What follows belongs to an exercise in optimizing a design on an open flow for small area and a short achievable clock period; a production flow would make more cautious choices. Where RTL was checked, it was by simulation tests only, not by an equivalence proof against the original. No activity file was given, so power comes from the tool's default toggle rates.

Design mult_top, start of the top module:
module mult_top(
    input clk,
    input  [15:0] x,
    input  [15:0] y,
    output [31:0] p_out
    );
    wire [1:0] gx, gy;
    wire [10:1] wx, wy;
    wire xz, yz;
    reg  [1:0] gx1, gy1;
    reg  [10:1] wx1, wy1;
    reg  sgn1, nz1;
    ALM10_SOA_win ux(.x(x), .g(gx), .w(wx), .xz(xz));
    ALM10_SOA_win uy(.x(y), .g(gy), .w(wy), .xz(yz));
    wire [7:0] h;
    wire [11:0] g;
    wire sn;
    reg  [7:0] h2;
    reg  [11:0] g2;
    reg  sn2;
    ALM10_SOA_mid um(.gx(gx1), .wx(wx1), .gy(gy1), .wy(wy1), .sgn(sgn1), .nz(nz1),
                     .h(h), .g(g), .sn(sn));
    always @(posedge clk) begin
        gx1 <= gx;  wx1 <= wx;  gy1 <= gy;  wy1 <= wy;
        sgn1 <= x[15] ^ y[15];  nz1 <= ~(xz | yz);
        h2 <= h;    g2 <= g;    sn2 <= sn;
    end
    ALM10_SOA_out uo(.h(h2), .g(g2), .sn(sn2), .p(p_out));
endmodule
export LEC_CHECK = 0
export CAP_MARGIN = 20
export CORE_MARGIN = 2
export CORE_UTILIZATION = 40
export SETUP_SLACK_MARGIN = 4.0
export SLEW_MARGIN = 20
export SYNTH_HIERARCHICAL = 1
export TNS_END_PERCENT = 5
create_clock -name core_clock -period 7.0 [get_ports {clk}]
standard.sh (not shown) runs the stock make flow with config.mk's settings and CLKGATE_MAP_FILE= SYNTH_SCRIPT=/design/flow/synth_recipe.tcl, a recipe that flattens the netlist after the stock synthesis.
==> flow/flow/run.sh <==
#!/bin/bash
# The standard layout, with plain buffers (not delay cells) on the ports.
set -euo pipefail
bash standard.sh BUFFER_PORTS_ARGS="-buffer_cell sky130_fd_sc_hd__buf_1" ABC_LOAD_IN_FF=1 CTS_ARGS="-sink_clustering_enable -repair_clock_nets -dont_use_dummy_load" finish > flow_make.log 2>&1
The starting point completed with no timing, DRC or antenna violations.
Rerun with:
==> flow/flow/run.sh (replaced) <==
#!/bin/bash
# The standard layout, with plain buffers (not delay cells) on the ports.
set -euo pipefail
bash standard.sh BUFFER_PORTS_ARGS="-buffer_cell sky130_fd_sc_hd__buf_1" CTS_ARGS="-sink_clustering_enable -repair_clock_nets -dont_use_dummy_load" finish > flow_make.log 2>&1
--- a/flow/config.mk
+++ b/flow/config.mk
@@ -11 +11 @@
-export SETUP_SLACK_MARGIN = 4.0
+export SETUP_SLACK_MARGIN = 4.1
@@ -14 +13,0 @@
-export TNS_END_PERCENT = 5
Effect:
- The new run completed without violations
- design area went up by 5.1%
- power grows by 7.1%
- die area went up by 1.3%

* * *

Another version of the RTL of mult_top (not shown whole).
For scale: roughly 410 cells after synthesis.
Settings: LEC_CHECK=0, CAP_MARGIN=20, CORE_MARGIN=2, CORE_UTILIZATION=40, SETUP_SLACK_MARGIN=4.0, SLEW_MARGIN=20, SYNTH_HIERARCHICAL=1; clock period 7.0 ns.
==> flow/flow/run.sh <==
#!/bin/bash
# The standard layout, with plain buffers (not delay cells) on the ports.
set -euo pipefail
bash standard.sh BUFFER_PORTS_ARGS="-buffer_cell sky130_fd_sc_hd__buf_1" ABC_LOAD_IN_FF=1 finish > flow_make.log 2>&1
The baseline finished clean.
Next try:
Settings changed: CTS_CLUSTER_DIAMETER set to 80, CTS_CLUSTER_SIZE set to 24.
Sequential cell count is unchanged. First-iteration DRC count is unchanged. Core utilization is unchanged. Worst setup slack does not change. Clock power hardly moves. Hold slack is unchanged. Synthesized cell count does not change. Fmax is unchanged. Cell count stays the same.
Next try:
Settings changed: CTS_CLUSTER_DIAMETER 80 to unset, CTS_CLUSTER_SIZE 24 to unset, SETUP_SLACK_MARGIN 4.0 to 4.2.
The changed run went through all stages and came out clean.
Clock skew drops by 0.0057 ns.
Sequential share of layout area decreases by 1.6 points.
Die area is unchanged.
No run of this note included a check of the RTL's function; only the layout flow was run.

* * *

## run 1
mult_top, a different RTL version from the one above (not shown whole).
Size: ~47 flip-flops.
## mult_top
module mult_top(
    input clk,
    input  [15:0] x,
    input  [15:0] y,
    output [31:0] p_out
    );
    wire [1:0] gx, gy;
    wire [10:1] wx, wy;
    wire xz, yz;
    reg  [1:0] gx1, gy1;
    reg  [10:1] wx1, wy1;
    reg  sgn1, nz1;
    ALM10_SOA_win ux(.x(x), .g(gx), .w(wx), .xz(xz));
    ALM10_SOA_win uy(.x(y), .g(gy), .w(wy), .xz(yz));
    wire [7:0] h;
    wire [11:0] g;
    wire sn;
    reg  [7:0] h2;
    reg  [11:0] g2;
    reg  sn2;
    ALM10_SOA_mid um(.gx(gx1), .wx(wx1), .gy(gy1), .wy(wy1), .sgn(sgn1), .nz(nz1),
                     .h(h), .g(g), .sn(sn));
    always @(posedge clk) begin
        gx1 <= gx;  wx1 <= wx;  gy1 <= gy;  wy1 <= wy;
        sgn1 <= x[15] ^ y[15];  nz1 <= ~(xz | yz);
        h2 <= h;    g2 <= g;    sn2 <= sn;
    end
    ALM10_SOA_out uo(.h(h2), .g(g2), .sn(sn2), .p(p_out));
endmodule
Settings: LEC_CHECK=0, CAP_MARGIN=20, CORE_MARGIN=2, CORE_UTILIZATION=40, SETUP_SLACK_MARGIN=4.6, SLEW_MARGIN=20, SYNTH_HIERARCHICAL=1; clock period 7.0 ns.
==> flow/flow/run.sh <==
#!/bin/bash
# The standard layout, with plain buffers (not delay cells) on the ports.
set -euo pipefail
bash standard.sh BUFFER_PORTS_ARGS="-buffer_cell sky130_fd_sc_hd__buf_2" finish > flow_make.log 2>&1
The inputs of run 2 differ from those of run 1 as listed below.
Settings: SETUP_SLACK_MARGIN now 4.0, was 4.6.
==> flow/flow/run.sh <==
#!/bin/bash
# The standard layout, with plain buffers (not delay cells) on the ports.
set -euo pipefail
bash standard.sh BUFFER_PORTS_ARGS="-buffer_cell sky130_fd_sc_hd__buf_1" RECOVER_POWER=100 finish > flow_make.log 2>&1
[summary]
The flow for run 2 finished, though final verification flagged capacitance limit, slew limit. ~same clock insertion delay at the later pin of the skew report in run 1 and run 2. Per the comparison of run 2 with run 1, peak clock frequency supported by timing fell about 19%; final non-filler cell area lower.
#### Input delta (run 3 over run 2)
==> flow/flow/run.sh <==
#!/bin/bash
# The standard layout, with plain buffers (not delay cells) on the ports.
set -euo pipefail
bash standard.sh BUFFER_PORTS_ARGS="-buffer_cell sky130_fd_sc_hd__buf_2" finish > flow_make.log 2>&1
Notes after the runs:
Run 3 completed end to end with timing, DRC and antenna clean.
Run 2 → run 3: number of fill cells decreased 3.2%, count of instances resized after the clock tree is built down 6, first-pass GRT wire length shows an increase of about 5.3%.
Going from run 2 to run 3, chip height held, relative area change from synthesis to final layout climbed 3.8 points, finished layout cell area picked up an extra about 3.5%, post-route minimum period down 0.65 ns, sequential share of layout area saw a decrease.
Fraction of final layout cells sized beyond drive strength 1: run 3 > run 2
> inputs changed (run 3 -> run 4)
Settings: SETUP_SLACK_MARGIN changed from 4.0 to 4.3.
--- outcome ---
- Run 4: wire length after detailed routing is 18% higher than what run 3 reported.
- Run 4 ended up with a higher detailed-route wire length on metal 1 than run 3 did.
- | switching part of the total | run 4 vs run 3 | ≈ equal |
- When run 4 is measured against run 3, its area added between synthesis and finish turns out 22 points higher.

==> port drivers added, routing unchanged <==
How much do the figures lean on ideal ports? The routed layouts below were timed once more, with nothing changed but the port constraints. Step 1 (the two cells are an assumption about what drives the block):
set clk [get_ports {clk}]
set_driving_cell -lib_cell sky130_fd_sc_hd__clkbuf_16 $clk
set_driving_cell -lib_cell sky130_fd_sc_hd__buf_2 [delete_from_list [all_inputs] $clk]
Step 2 times the ports against the registers' clock, not the clock port: input delays grow and output delays shrink by t, the midpoint of the rising clock arrivals with the driver on. Three values: ideal ports, drivers, drivers and shift; two values: the first two.
run | t (ns) | slack for setup (ns) | pins driven straight from the clock port
the first run of note 1 | 0.310 | 4.069 / 4.043 / 3.810 | 1
the second run of note 1 | 0.315 | 4.140 / 4.111 / 3.915 | 1
the first run of note 2 | 0.322 | 4.085 / 4.056 / 3.788 | 1
the second run of note 2 | 0.322 | 4.085 / 4.056 / 3.788 | 1
the third run of note 2 | 0.311 | 4.080 / 4.052 / 4.000 | 1
run 1 | 0.332 | 4.102 / 4.071 / 4.174 | 1
run 2 | 0.323 | 3.430 / 3.396 / 3.226 | 1
run 3 | 0.324 | 4.077 / 4.046 / 3.799 | 1
run 4 | 0.322 | 4.125 / 4.096 / 4.085 | 1
